Background: an optimization exercise with open tools, aiming at small area and a short achievable clock period. Do not read the settings as production practice. Only simulation tests tie the RTL to the original design; equivalence was not proved.

==> design/flow/design.v <==
module DFF_8bit(out, inp, clk, rstn);
    output reg [8-1:0] out;
    input [8-1:0] inp;
    input clk, rstn;
    always @ (posedge clk) begin
        if(!rstn) begin
            out <= 8'b0;
        end
        else begin
            out <= inp;
        end
    end
endmodule
module DFF_16bit(out, inp, clk, rstn);
    output reg [16-1:0] out;
    input [16-1:0] inp;
    input clk, rstn;
    always @ (posedge clk) begin
        if(!rstn) begin
            out <= 16'b0;
        end
        else begin
            out <= inp;
        end
    end
endmodule
module DFF_19bit(out, inp, clk, rstn);
    output reg [19-1:0] out;
    input [19-1:0] inp;
    input clk, rstn;
    always @ (posedge clk) begin
        if(!rstn) begin
            out <= 19'b0;
        end
        else begin
            out <= inp;
        end
    end
endmodule
module DFF_20bit(out, inp, clk, rstn);
    output reg [20-1:0] out;
    input [20-1:0] inp;
    input clk, rstn;
    always @ (posedge clk) begin
        if(!rstn) begin
            out <= 20'b0;
        end
        else begin
            out <= inp;
        end
    end
endmodule
module DFF_26bit(out, inp, clk, rstn);
    output reg [26-1:0] out;
    input [26-1:0] inp;
    input clk, rstn;
    always @ (posedge clk) begin
        if(!rstn) begin
            out <= 26'b0;
        end
        else begin
            out <= inp;
        end
    end
endmodule
module DFF_30bit(out, inp, clk, rstn);
    output reg [30-1:0] out;
    input [30-1:0] inp;
    input clk, rstn;
    always @ (posedge clk) begin
        if(!rstn) begin
            out <= 30'b0;
        end
        else begin
            out <= inp;
        end
    end
endmodule
module direct_FIR (out, inp, c0, c1, c2, c3, c4, c5, cnt, clk, rstn);
    localparam INP_SIZE = 16;  
    localparam COEFF_SIZE = 14;  
    localparam ADD_SIZE = 24;  
    localparam OUT_SIZE = 26;  
    localparam CNT_SIZE = 10;
    localparam A_SIZE = 20;
    localparam B_SIZE = 19;
    localparam C_SIZE = 20;
    output signed [OUT_SIZE-1:0] out;
    input signed [INP_SIZE-1:0] inp;
    input [CNT_SIZE-1:0] cnt;
    input [COEFF_SIZE-1:0] c0, c1, c2, c3, c4, c5;
    input clk, rstn;
    wire signed [INP_SIZE-1:0] X[0:6];
    assign X[0] = inp;
    DFF_16bit DFF_INP_0 (X[1], X[0], clk, rstn);
    DFF_16bit DFF_INP_1 (X[2], X[1], clk, rstn);
    DFF_16bit DFF_INP_2 (X[3], X[2], clk, rstn);
    DFF_16bit DFF_INP_3 (X[4], X[3], clk, rstn);
    DFF_16bit DFF_INP_4 (X[5], X[4], clk, rstn);
    DFF_16bit DFF_INP_5 (X[6], X[5], clk, rstn);
    wire signed [A_SIZE-1:0] A[0:3];
    wire signed [B_SIZE-1:0] B[0:3];
    wire signed [C_SIZE-1:0] C[0:5];
    assign A[0] = (X[1]<<3) + (X[1]<<2) + (X[1]);
    assign B[0] = (X[1]<<2) + (X[1]);
    assign C[0] = (X[1]<<3) - (X[1]);
    DFF_20bit DFF_A_0 (A[1], A[0], clk, rstn);
    DFF_20bit DFF_A_1 (A[2], A[1], clk, rstn);
    DFF_20bit DFF_A_2 (A[3], A[2], clk, rstn);
    DFF_19bit DFF_B_0 (B[1], B[0], clk, rstn);
    DFF_19bit DFF_B_1 (B[2], B[1], clk, rstn);
    DFF_19bit DFF_B_2 (B[3], B[2], clk, rstn);
    DFF_20bit DFF_C_0 (C[1], C[0], clk, rstn);
    DFF_20bit DFF_C_1 (C[2], C[1], clk, rstn);
    DFF_20bit DFF_C_2 (C[3], C[2], clk, rstn);
    DFF_20bit DFF_C_3 (C[4], C[3], clk, rstn);
    DFF_20bit DFF_C_4 (C[5], C[4], clk, rstn);
    wire signed [30-1:0] after_mul[0:5];
    assign after_mul[0] = -(X[1]<<13) + (A[0]<<9) + (B[0]<<5) + (X[1]<<2);
    assign after_mul[1] = (B[1]<<10) + (C[1]<<3) - (B[1]);
    assign after_mul[2] = (C[2]<<9) + (C[2]<<3) - (X[3]);
    assign after_mul[3] = (A[3]<<9) + (B[3]<<4) + (C[3]);
    assign after_mul[4] = (C[4]<<8) + (X[5]<<9) + (X[5]<<4) + (C[4]);
    assign after_mul[5] = -(C[5]<<10) + (X[6]<<11) + (C[5]<<2) + (X[6]);
    wire signed [ADD_SIZE-1:0] after_mul_round_off[0:5];  
    assign after_mul_round_off[0] = after_mul[0][28:5] + {23'b0, after_mul[0][4]};
    assign after_mul_round_off[1] = after_mul[1][28:5] + {23'b0, after_mul[1][4]};
    assign after_mul_round_off[2] = after_mul[2][28:5] + {23'b0, after_mul[2][4]};
    assign after_mul_round_off[3] = after_mul[3][28:5] + {23'b0, after_mul[3][4]};
    assign after_mul_round_off[4] = after_mul[4][28:5] + {23'b0, after_mul[4][4]};
    assign after_mul_round_off[5] = after_mul[5][28:5] + {23'b0, after_mul[5][4]};
    wire signed [OUT_SIZE-1:0] after_add;
    assign after_add = after_mul_round_off[0] + after_mul_round_off[1] + after_mul_round_off[2] + after_mul_round_off[3] + after_mul_round_off[4] + after_mul_round_off[5]; 
    DFF_26bit DFF_OUT (out, after_add, clk, rstn); 
endmodule
module synthesis_direct_FIR(out, inp, clk, rstn);
    localparam X_SIZE = 16;    
    localparam Y_SIZE = 26;    
    output [Y_SIZE-1:0] out;
    input [X_SIZE-1:0] inp;
    input clk, rstn;
    localparam [13:0] C_TIE = 14'd0;
    localparam [9:0] CNT_TIE = 10'd0;
    wire [X_SIZE-1:0] DIRECT_input;
    DFF_16bit DFFINPUT (DIRECT_input, inp, clk, rstn);
    wire [Y_SIZE-1:0] direct_out;
    direct_FIR DIR_FIR(.out(direct_out), .inp(DIRECT_input), .c0(C_TIE), .c1(C_TIE), .c2(C_TIE), .c3(C_TIE), .c4(C_TIE), .c5(C_TIE), .cnt(CNT_TIE), .clk(clk), .rstn(rstn));
    DFF_26bit DFFOUTPUT(out, direct_out, clk, rstn);
endmodule
==> design/flow/run.sh <==
#!/bin/bash
# synth_recipe.tcl (not shown) runs the flow's synth.tcl, then flattens the netlist and writes it again
# the make line also repeats each setting of config.mk as NAME=value (left out here)
make -C /OpenROAD-flow-scripts/flow DESIGN_CONFIG=/design/flow/config.mk WORK_HOME=/design/flow/orfs CLKGATE_MAP_FILE= SYNTH_SCRIPT=/design/flow/synth_recipe.tcl finish
==> design/flow/config.mk <==
export PLATFORM = sky130hd
export DESIGN_NAME = synthesis_direct_FIR
export DESIGN_NICKNAME = synthesis_direct_FIR
export VERILOG_FILES = /design/flow/design.v
export SDC_FILE = /design/flow/constraint.sdc
export NUM_CORES = 4
export LEC_CHECK = 0
export CAP_MARGIN = 20
export CORE_MARGIN = 2
export CORE_UTILIZATION = 40
export SLEW_MARGIN = 20
==> design/flow/constraint.sdc <==
create_clock -name core_clock -period 11.5 [get_ports {clk}]
set_input_delay 2.3000 -clock core_clock [delete_from_list [all_inputs] [get_ports {clk}]]
set_output_delay 2.3000 -clock core_clock [all_outputs]
set_load 0.01 [all_outputs]
==> impl_metrics.env <==
export IMPL_clkTransAtPathRegs_ps=60
export IMPL_yosysMostFrequentCell="inv_1"
export IMPL_yosys_top_cells_count="inv_1, dfxtp_1, ha_1"
export IMPL_cts_buffers=43
export IMPL_crit_top_cell="fa_1"
export IMPL_crit_arrival_ps=11200
export IMPL_holdBufCountCts=0
export IMPL_cts_tree="yes"
export IMPL_timing_slew_headroom_pct=27.4
export IMPL_portBuffers=43
export IMPL_overflow=0
export IMPL_finalWirelength_um=71400
export IMPL_die_area_um2=75900
export IMPL_postRouteAntennaNets=0
export IMPL_nFillCells=7093
export IMPL_syn_inst=3224
export IMPL_cts_root_buffer="clkbuf_16"
export IMPL_grt_pass1_wl_um=114000
export IMPL_netlist_area_um2=29500
export IMPL_post_cts_buffers=0
export IMPL_clkLatencyLatePin_ps=610
export IMPL_dr_pass1_iters=5
export IMPL_drv_slew=0
export IMPL_synth_top_cell_by_area="dfxtp_1"
export IMPL_worst_slew_pin_slew_ps=1080
export IMPL_first_global_vias=21600
export IMPL_critPathLaunchType="flop"
export IMPL_dieWidth_um=276
export IMPL_start_util_pct=40.4
export IMPL_design_core_area_um2=73000
export IMPL_outcome="complete, no violations"
export IMPL_synthTopCellsByArea="dfxtp_1, fa_1, ha_1, xnor2_1, inv_1"
export IMPL_worst_path_max_delay_cell="fa_1"
export IMPL_yosysUniqueCellTypes=82
export IMPL_synth_top_cell_area_share_pct=24.1
export IMPL_cts_sinks=355
export IMPL_grt_antenna_before_repair=2
export IMPL_setup_violations=0
export IMPL_cts_path_max_buffers=3
export IMPL_gp_congestion=0.898
export IMPL_async_reset_ff_share_pct=0
export IMPL_reg2reg_slack_ps=750
export IMPL_cts_htree_levels=2
export IMPL_synth_flop_cell="dfxtp_1"
export IMPL_first_iter_violations=1234
export IMPL_std_cell_rows=99
export IMPL_period_minus_slack_ps=10750
export IMPL_multi_input_area_um2=20700
export IMPL_seq_area_um2=7110
export IMPL_layout_drive_gt1_share_pct=3.76
export IMPL_crit_required_ps=11950
export IMPL_yosys_warnings=5
export IMPL_synth_seq_area_share_pct=24.1
export IMPL_synth_edf_count=0
export IMPL_avgSynthCellArea_um2=9.15
export IMPL_critPathKind="flop to flop"
export IMPL_wire_per_inst_um=16.8
export IMPL_grt_usage_pct=19.2
export IMPL_ios=44
export IMPL_cp_max_fo=5
export IMPL_finalInstanceArea_um2=32500
export IMPL_critPathMaxStageDelay_ps=540
export IMPL_die_h_um=276
export IMPL_rsz0062_at_grt="false"
export IMPL_maxCapViolations=0
export IMPL_fin_setup_tns_ps=0
export IMPL_detailed_place_area_um2=31000
export IMPL_period_share_pct=93.5
export IMPL_vias=21200
export IMPL_hold_violations=0
export IMPL_hold_ws_ps=424
export IMPL_ys_ff_latch=355
export IMPL_syn_nets=3811
export IMPL_final_nets=3850
export IMPL_crit_path_end_kind="flop"
export IMPL_area_growth_pct=10.2
export IMPL_hpwl_um=58800
export IMPL_vias_per_cell=4.99
export IMPL_skew_ps=40.9
export IMPL_hold_class="flop to flop"
export IMPL_grt_max_degree=122
export IMPL_timing_fmax_mhz=93.0
export IMPL_drcViolationCount=0
## worst paths after layout
check,start,cells past startpoint,end
setup / recovery,DIR_FIR.DFF_INP_0.out[2],47,DIR_FIR.DFF_OUT.out[25]
hold reg to reg,DIR_FIR.DFF_OUT.out[4],1,DFFOUTPUT.out[4]
hold / removal,DIR_FIR.DFF_OUT.out[4],1,DFFOUTPUT.out[4]
setup reg to reg,DIR_FIR.DFF_INP_0.out[2],47,DIR_FIR.DFF_OUT.out[25]
## registers in the layout, summed over array words and instances, names as in the netlist
register / flops
DIR_FIR.DFF_INP_2.out: 13
DIR_FIR.DFF_C_0.out: 20
DFFOUTPUT.out: 26
DIR_FIR.DFF_B_1.out: 18
DIR_FIR.DFF_A_2.out: 16
DIR_FIR.DFF_C_4.out: 20
DIR_FIR.DFF_INP_4.out: 15
DIR_FIR.DFF_A_1.out: 16
DIR_FIR.DFF_B_0.out: 18
DIR_FIR.DFF_C_2.out: 20
DIR_FIR.DFF_INP_3.out: 13
DIR_FIR.DFF_OUT.out: 26
DIR_FIR.DFF_A_0.out: 16
DIR_FIR.DFF_C_3.out: 20
DIR_FIR.DFF_INP_0.out: 16
DIR_FIR.DFF_INP_5.out: 15
DFFINPUT.out: 16
DIR_FIR.DFF_B_2.out: 18
DIR_FIR.DFF_INP_1.out: 13
DIR_FIR.DFF_C_1.out: 20
## layout by cell type (no fill, tap or decap), drive strengths merged, types with 42 or more instances in the layout
cell           netlist  final
a21o                62     62
a21oi              150    150
and2               228    228
clkbuf              56     52
clkdlybuf4s50        0     42
dfxtp              355    355
fa                 248    248
ha                 321    321
inv                399    405
nand2              129    129
nand3               71     71
nor2               256    256
nor3                56     56
o21ai               98     98
xnor2              210    210
xor2               134    134
## critical path: cells and delay by family, from the launching register on
kind / cells / cell delay [ps]
flops: 1 / 310
xor+xnor: 3 / 610
fa+ha+maj: 10 / 4080
mux: 1 / 130
simple gates: 11 / 1900
buf+inv: 3 / 150
compound gates: 19 / 3400
## kinds of logic after synthesis
| family | count (synthesis) | synth area share (%) |
|---|---|---|
| buf+inv | 458 | 5.88 |
| compound gates | 542 | 12.2 |
| fa+ha+maj | 569 | 30.5 |
| xor+xnor | 344 | 10.2 |
| flops | 355 | 24.1 |
| mux | 7 | 0.242 |
| simple gates | 949 | 16.9 |
## per-stage QoR
step	cells	utilization, %	worst slack [ps]
floorplan	3224	-	1340
global placement	4177	42.4	602
detailed placement	4177	42.4	470
CTS	4253	44.5	399
global route	4253	44.6	9.78
finish	4254	44.6	749
## metal layers
layer	vias to the layer above	global-route usage, %	routed length (um)
met5	-	0	0
met4	0	4.24	1460
met3	91	2.46	2380
met2	351	33.6	34100
met1	9975	25.1	33400
li1	10800	-	-
## cell type report
cell class                 count  area share [%]
timing repair buffer          53            1.56
clock inverter                24            1.02
antenna                        1         0.00770
tap                          959            3.69
multi-input combinational   2411            63.6
inverter                     399            4.62
clock buffer                  52            3.66
sequential                   355            21.9
## what timing repair did
item	4_1_cts	5_1_grt
gates resized for setup	0	8
endpoints found under the setup margin	0	1
hold endpoints to repair	0	0

[afterwards: timing with drivers on the ports]
In the flow no input, the clock included, has a driving cell. The finished layout below was timed again as built, in two steps. Step 1 (the two cells are an assumption about what drives the block):
set clk [get_ports {clk}]
set_driving_cell -lib_cell sky130_fd_sc_hd__clkbuf_16 $clk
set_driving_cell -lib_cell sky130_fd_sc_hd__buf_2 [delete_from_list [all_inputs] $clk]
Step 2 times the ports against the registers' clock, not the clock port: input delays grow and output delays shrink by t, the midpoint of the rising clock arrivals with the driver on. Three values: no drivers, after step 1, after step 2; two values: the first two.
t (ns): 0.649
slack for setup (ns): 0.749 / 0.749 / 0.749
worst setup path at the end: register to register
cell pins on the clock port's net: 1
After both steps this run still meets setup and hold. For this run, drivers alone change the setup slack by 0.000 ns; drivers and shift together by 0.000 ns.
